Source: an optimization exercise on an open RTL-to-GDS flow (aim: small area and a short achievable clock period). Production flows keep margins and buffers that such runs may drop. In this exercise RTL edits were held to simulation tests only and were not proved equivalent to the original. Power is estimated from default activity; no workload was simulated.

==> flow/design.v (outline; a module is shown in full before it is edited, if it fits) <==
// module SDC_fft: 162 lines
// module rot16a: 625 lines
// module rot8a: 411 lines
module SDC_fft #(
    parameter width = 12
) (
    input clk, rst_n,
    input signed [width-1:0] R, I,
    output signed [width-1:0] R_out, I_out,
    output done
);
  // ...
==> flow/run.sh <==
#!/bin/bash
# synth_recipe.tcl (not shown) runs the flow's synth.tcl, then flattens the netlist and writes it again
# the make line also repeats each setting of config.mk as NAME=value (left out here)
make -C /OpenROAD-flow-scripts/flow DESIGN_CONFIG=/design/flow/config.mk WORK_HOME=/design/flow/orfs CLKGATE_MAP_FILE= SYNTH_SCRIPT=/design/flow/synth_recipe.tcl finish
==> flow/config.mk <==
export PLATFORM = sky130hd
export DESIGN_NAME = SDC_fft
export DESIGN_NICKNAME = SDC_fft
export VERILOG_FILES = /design/flow/design.v
export SDC_FILE = /design/flow/constraint.sdc
export NUM_CORES = 4
export LEC_CHECK = 0
export CAP_MARGIN = 20
export CORE_MARGIN = 2
export CORE_UTILIZATION = 40
export SLEW_MARGIN = 20
==> flow/constraint.sdc <==
create_clock -name core_clock -period 10.0 [get_ports {clk}]
set_input_delay 2.0000 -clock core_clock [delete_from_list [all_inputs] [get_ports {clk}]]
set_output_delay 2.0000 -clock core_clock [all_outputs]
set_load 0.01 [all_outputs]
==> flow_metrics.py, run 1 <==
metrics = {
    "synthesis": {
        "synth.most_common_cell": "dfxtp_1",
        "ys_types": 91,
        "syn_avg_cell_area_um2": 9.49,
        "synthSimpleGateAreaFrac": 0.0984,
        "synthAdderAreaFrac": 0.229,
        "synth_edf_count": 0,
        "yosysTopAreaCell": "dfxtp_1",
    },
    "die": {
        "taps": 1380,
        "core-area_mm2": 0.104,
        "chipWidth_um": 328,
    },
    "critical_path": {
        "crit-reg2reg-capture": "d1rs[8]",
        "worstPathArrival_ps": 6660,
        "slowest_delay_ps": 1060,
        "critPathCaptureType": "register",
        "crit_top_cell": "fa_1",
        "crit_type": "register to register",
        "critPathBufInv": 3,
    },
    "clock_network": {
        "cts_buffers": 81,
        "clock-root-buffer": "clkbuf_16",
        "cts_tree": "yes",
        "cts.reportedPaths.clkPinSlew_ps": 80,
    },
    "drt": {
        "vias": 30700,
        "ant_nets": 0,
        "drt-initial-drc-count": 2581,
        "dr.pass1.iters": 6,
    },
    "placement": {
        "dp.cells": 5669,
        "post-place-ws_ps": 4130,
        "dp_hpwl_um": 85700,
        "place_congestion": 0.970,
    },
    "timing": {
        "hold_slack_ps": 311,
        "worst_pin_slew_ps": 1080,
    },
    "power": {
        "power_uw": 17500,
        "clk-power_uw": 3070,
    },
    "hold_path": {
        "hold_end": "d1r[1][5]",
        "hold_path_class": "register to register",
    },
    "cells_and_area": {
        "largestRegisters": "d1i: 72 flops, d1r: 72 flops",
        "final_common_cell": "dfxtp_1",
        "area.sequential_mm2": 0.0151,
    },
    "global_routing": {
        "track_usage": 0.212,
        "top_usage_layer": "met2",
    },
    "run": {
        "cap_violations": 0,
    },
    "status": {
        "status": "no timing/DRC/antenna violations",
    },
}
==> run 2, diff against run 1 <==
--- a/flow/config.mk
+++ b/flow/config.mk
@@ -7,2 +7,3 @@
 export LEC_CHECK = 0
+export ABC_CLOCK_PERIOD_IN_PS = 3500
 export CAP_MARGIN = 20
@@ -10,2 +11,3 @@
 export CORE_UTILIZATION = 40
+export SETUP_SLACK_MARGIN = 5
 export SLEW_MARGIN = 20
==> flow_metrics.py, run 2 <==
metrics = {
    "status": {
        "status": "no timing/DRC/antenna violations",
    },
    "clock_network": {
        "cts_buffers": 81,
        "clock-root-buffer": "clkbuf_16",
        "cts.reportedPaths.clkPinSlew_ps": 80,
        "clkLatencyLatePin_ps": 660,
        "htree_num_levels": 3,
        "cts_tree": "yes",
        "cts.sinks": 753,
        "clockBufferDepth": 3,
    },
    "die": {
        "die_h_um": 328,
        "row_count": 118,
        "initial_utilization": 0.404,
        "io_pins": 51,
        "core-area_mm2": 0.104,
        "chipWidth_um": 328,
        "dieArea_mm2": 0.107,
    },
    "critical_path": {
        "cp-start-kind": "register",
        "cp_slowest_cell": "fa_1",
        "critPathBufInv": 4,
        "crit_type": "register to register",
        "cp.required_ps": 10520,
        "crit_top_cell": "fa_1",
        "r2r_cells": 12,
        "path_max_fanout": 59,
        "crit_family": "adder cells",
        "cp_cell_sequence": "buf_8 > clkinvlp_4 > buf_4 > o21ai_0 > nor3_1 > fa_1 > fa_1 > inv_1 > fa_1 > fa_1 > fa_1 > fa_1",
        "slowest_delay_ps": 540,
        "worst-r2r-setup-slack_ps": 5070,
        "regToRegStartpoint": "sel1[2]",
        "worstPathArrival_ps": 5450,
        "critPathCaptureType": "register",
        "crit-reg2reg-capture": "d1is[8]",
    },
    "global_routing": {
        "overflow": 0,
        "grt_pass1_wl_um": 178000,
        "track_usage": 0.212,
        "antenna_found_initial": 4,
        "grt_max_degree": 79,
        "grt_pass1_vias": 30400,
    },
    "timing": {
        "hold_viol_final": 0,
        "min_period_ps": 4930,
        "max_freq_ghz": 0.203,
        "finalMaxSlewViolations": 0,
        "relSlewSlack": 0.333,
        "setup-tns-final_ps": 0,
        "setup_violations": 0,
        "post-route-period-util": 0.493,
        "skew_ps": 40.4,
        "rsz0062_at_grt": "yes",
        "worst_pin_slew_ps": 1000,
    },
    "power": {
        "p_leak_uw": 0.0206,
        "p_per_area_mw_per_mm2": 375,
        "ir_drop_mv": 0.225,
    },
    "synthesis": {
        "yosys.area.top_type_share": 0.355,
        "synthCells": 4416,
        "ys_types": 91,
        "async_reset_ff_frac": 0.0120,
        "synth_edf_count": 0,
        "ys_ff_latch": 753,
        "synth.most_common_cell": "dfxtp_1",
        "synth_warnings": 17,
        "ys.flop_type": "dfxtp_1",
        "synth_area_leaders": "dfxtp_1, fa_1, ha_1",
        "syn_avg_cell_area_um2": 9.49,
        "synthesis.nets": 5022,
        "ys_seq_area_frac": 0.361,
        "syn_area_mm2": 0.0419,
        "ys_top_cells_by_count": "dfxtp_1, inv_1, nor2_1",
        "yosysTopAreaCell": "dfxtp_1",
    },
    "cells_and_area": {
        "drive_gt1_frac": 0.0659,
        "fillers": 9824,
        "utilization": 0.450,
        "final_cell_mix": "dfxtp_1, inv_1, nor2_1",
        "final_common_cell": "dfxtp_1",
        "syn_to_final_growth_pct": 11.3,
        "largestRegisters": "d1i: 72 flops, d1r: 72 flops",
        "nNetsFinal": 4992,
    },
    "drt": {
        "wl_per_cell_um": 19.5,
        "viasPerCell": 5.29,
        "vias": 30800,
        "wirelength_um": 113000,
        "drt-initial-drc-count": 2626,
        "dr.pass1.iters": 7,
        "drcViolationCount": 0,
        "ant_nets": 0,
    },
    "hold_path": {
        "hold_path_class": "register to register",
        "hold_end": "d1r[1][5]",
        "hold-path-cell-count": 0,
        "min_from": "d1r[0][5]",
    },
    "run": {
        "cap_violations": 0,
    },
    "placement": {
        "place_congestion": 0.970,
        "port_buffers": 50,
        "dp_hpwl_um": 85700,
    },
}
-- run 2: worst max-delay path by stage --
stage	from	end	slack, ps	cells after the start
after global placement	sel1[7]	d1rs[8]	4170	13
after CTS	sel1[6]	d1rs[4]	5010	13
final	sel1[2]	d1is[8]	5070	12
after detailed placement	sel1[7]	d1rs[8]	4130	13
after global routing	sel1[6]	d1il	4990	17
after floorplan	sel2[1]	d2il	5280	18
-- run 2: metal layers --
layer | track usage | share of wire
met5 | 0 | 0.00019
met4 | 0.0913 | 0.044
met3 | 0.0531 | 0.078
met2 | 0.309 | 0.41
met1 | 0.298 | 0.46
-- run 2: power by group --
| part | leakage [uW] | total [uW] | internal, uW | switching (uW) |
|---|---|---|---|---|
| Sequential | 0.00637 | 5430 | 4390 | 1040 |
| Clock | 0.00135 | 3070 | 1800 | 1270 |
| Combinational | 0.0129 | 8990 | 3930 | 5050 |
| Total | 0.0206 | 17500 | 10100 | 7370 |
-- run 2: kinds of logic after synthesis --
group / synth area share
and+or+nand+nor: 0.0984
DFF: 0.361
buffers and inverters: 0.0758
muxes: 0.0356
adders and majority gates: 0.229
AOI/OAI and AO/OA: 0.159
xor gates and xnor gates: 0.0414
-- run 2: final cells by class --
type / instances / area [um2] / area share
multi-input cells: 2826 / 23700 / 0.508
flip-flops and latches: 753 / 15100 / 0.325
inverters: 630 / 2380 / 0.0511
clock buffers: 108 / 2320 / 0.0498
well taps: 1380 / 1730 / 0.0370
repair buffers: 93 / 937 / 0.0201
clock inverters: 36 / 442 / 0.00947
repair inverters: 1 / 7.51 / 0.000161
diodes: 1 / 2.50 / 0.0000537
-- run 2: metrics by stage --
step / instances / power, uW / worst slack [ps] / hold WS (ps) / cell area [um2]
after CTS: 5817 / 17600 / 5010 / 314 / 46400
after floorplan: 4416 / 11900 / 5280 / 310 / 41900
after detailed placement: 5669 / 14400 / 4130 / 312 / 43600
final: 5828 / 17500 / 5070 / 311 / 46600
after global routing: 5827 / 19200 / 4990 / 322 / 46600
after global placement: 5669 / 14200 / 4170 / 310 / 43600
-- run 2: timing repair --
| action | in CTS | in global routing |
|---|---|---|
| cloned | 1 | 1 |
| endpoints found under the setup margin | 27 | 12 |
| pin swaps | 1 | 0 |
| hold buffers | 0 | 0 |
| resized for setup | 20 | 30 |
| buffers inserted | 3 | 9 |

==> re-timing with driven ports <==
The flow's constraints put no driver on any port. The routed layouts listed below were extracted and timed again, unchanged, in two steps.
Step 1 assumes that a clkbuf_16 drives the clock port and a buf_2 every other input.
Step 2 moves the port delays by t, midway between the first and last clock arrival at a register: inputs arrive t later, outputs are due t later. That takes back most of the time a late clock gives input paths.
Three values: ideal, step 1, step 2; two values: the first two.
run	t (ns)	slack for setup (ns)	worst hold slack (ns)	worst data-port slew with drivers (ns)
run 1	0.706	3.872 / 3.872 / 3.872	0.311 / 0.311 / 0.311	0.09
run 2	0.707	5.075 / 5.075 / 5.075	0.311 / 0.311 / 0.311	0.09
After both steps every run listed still meets setup and hold.
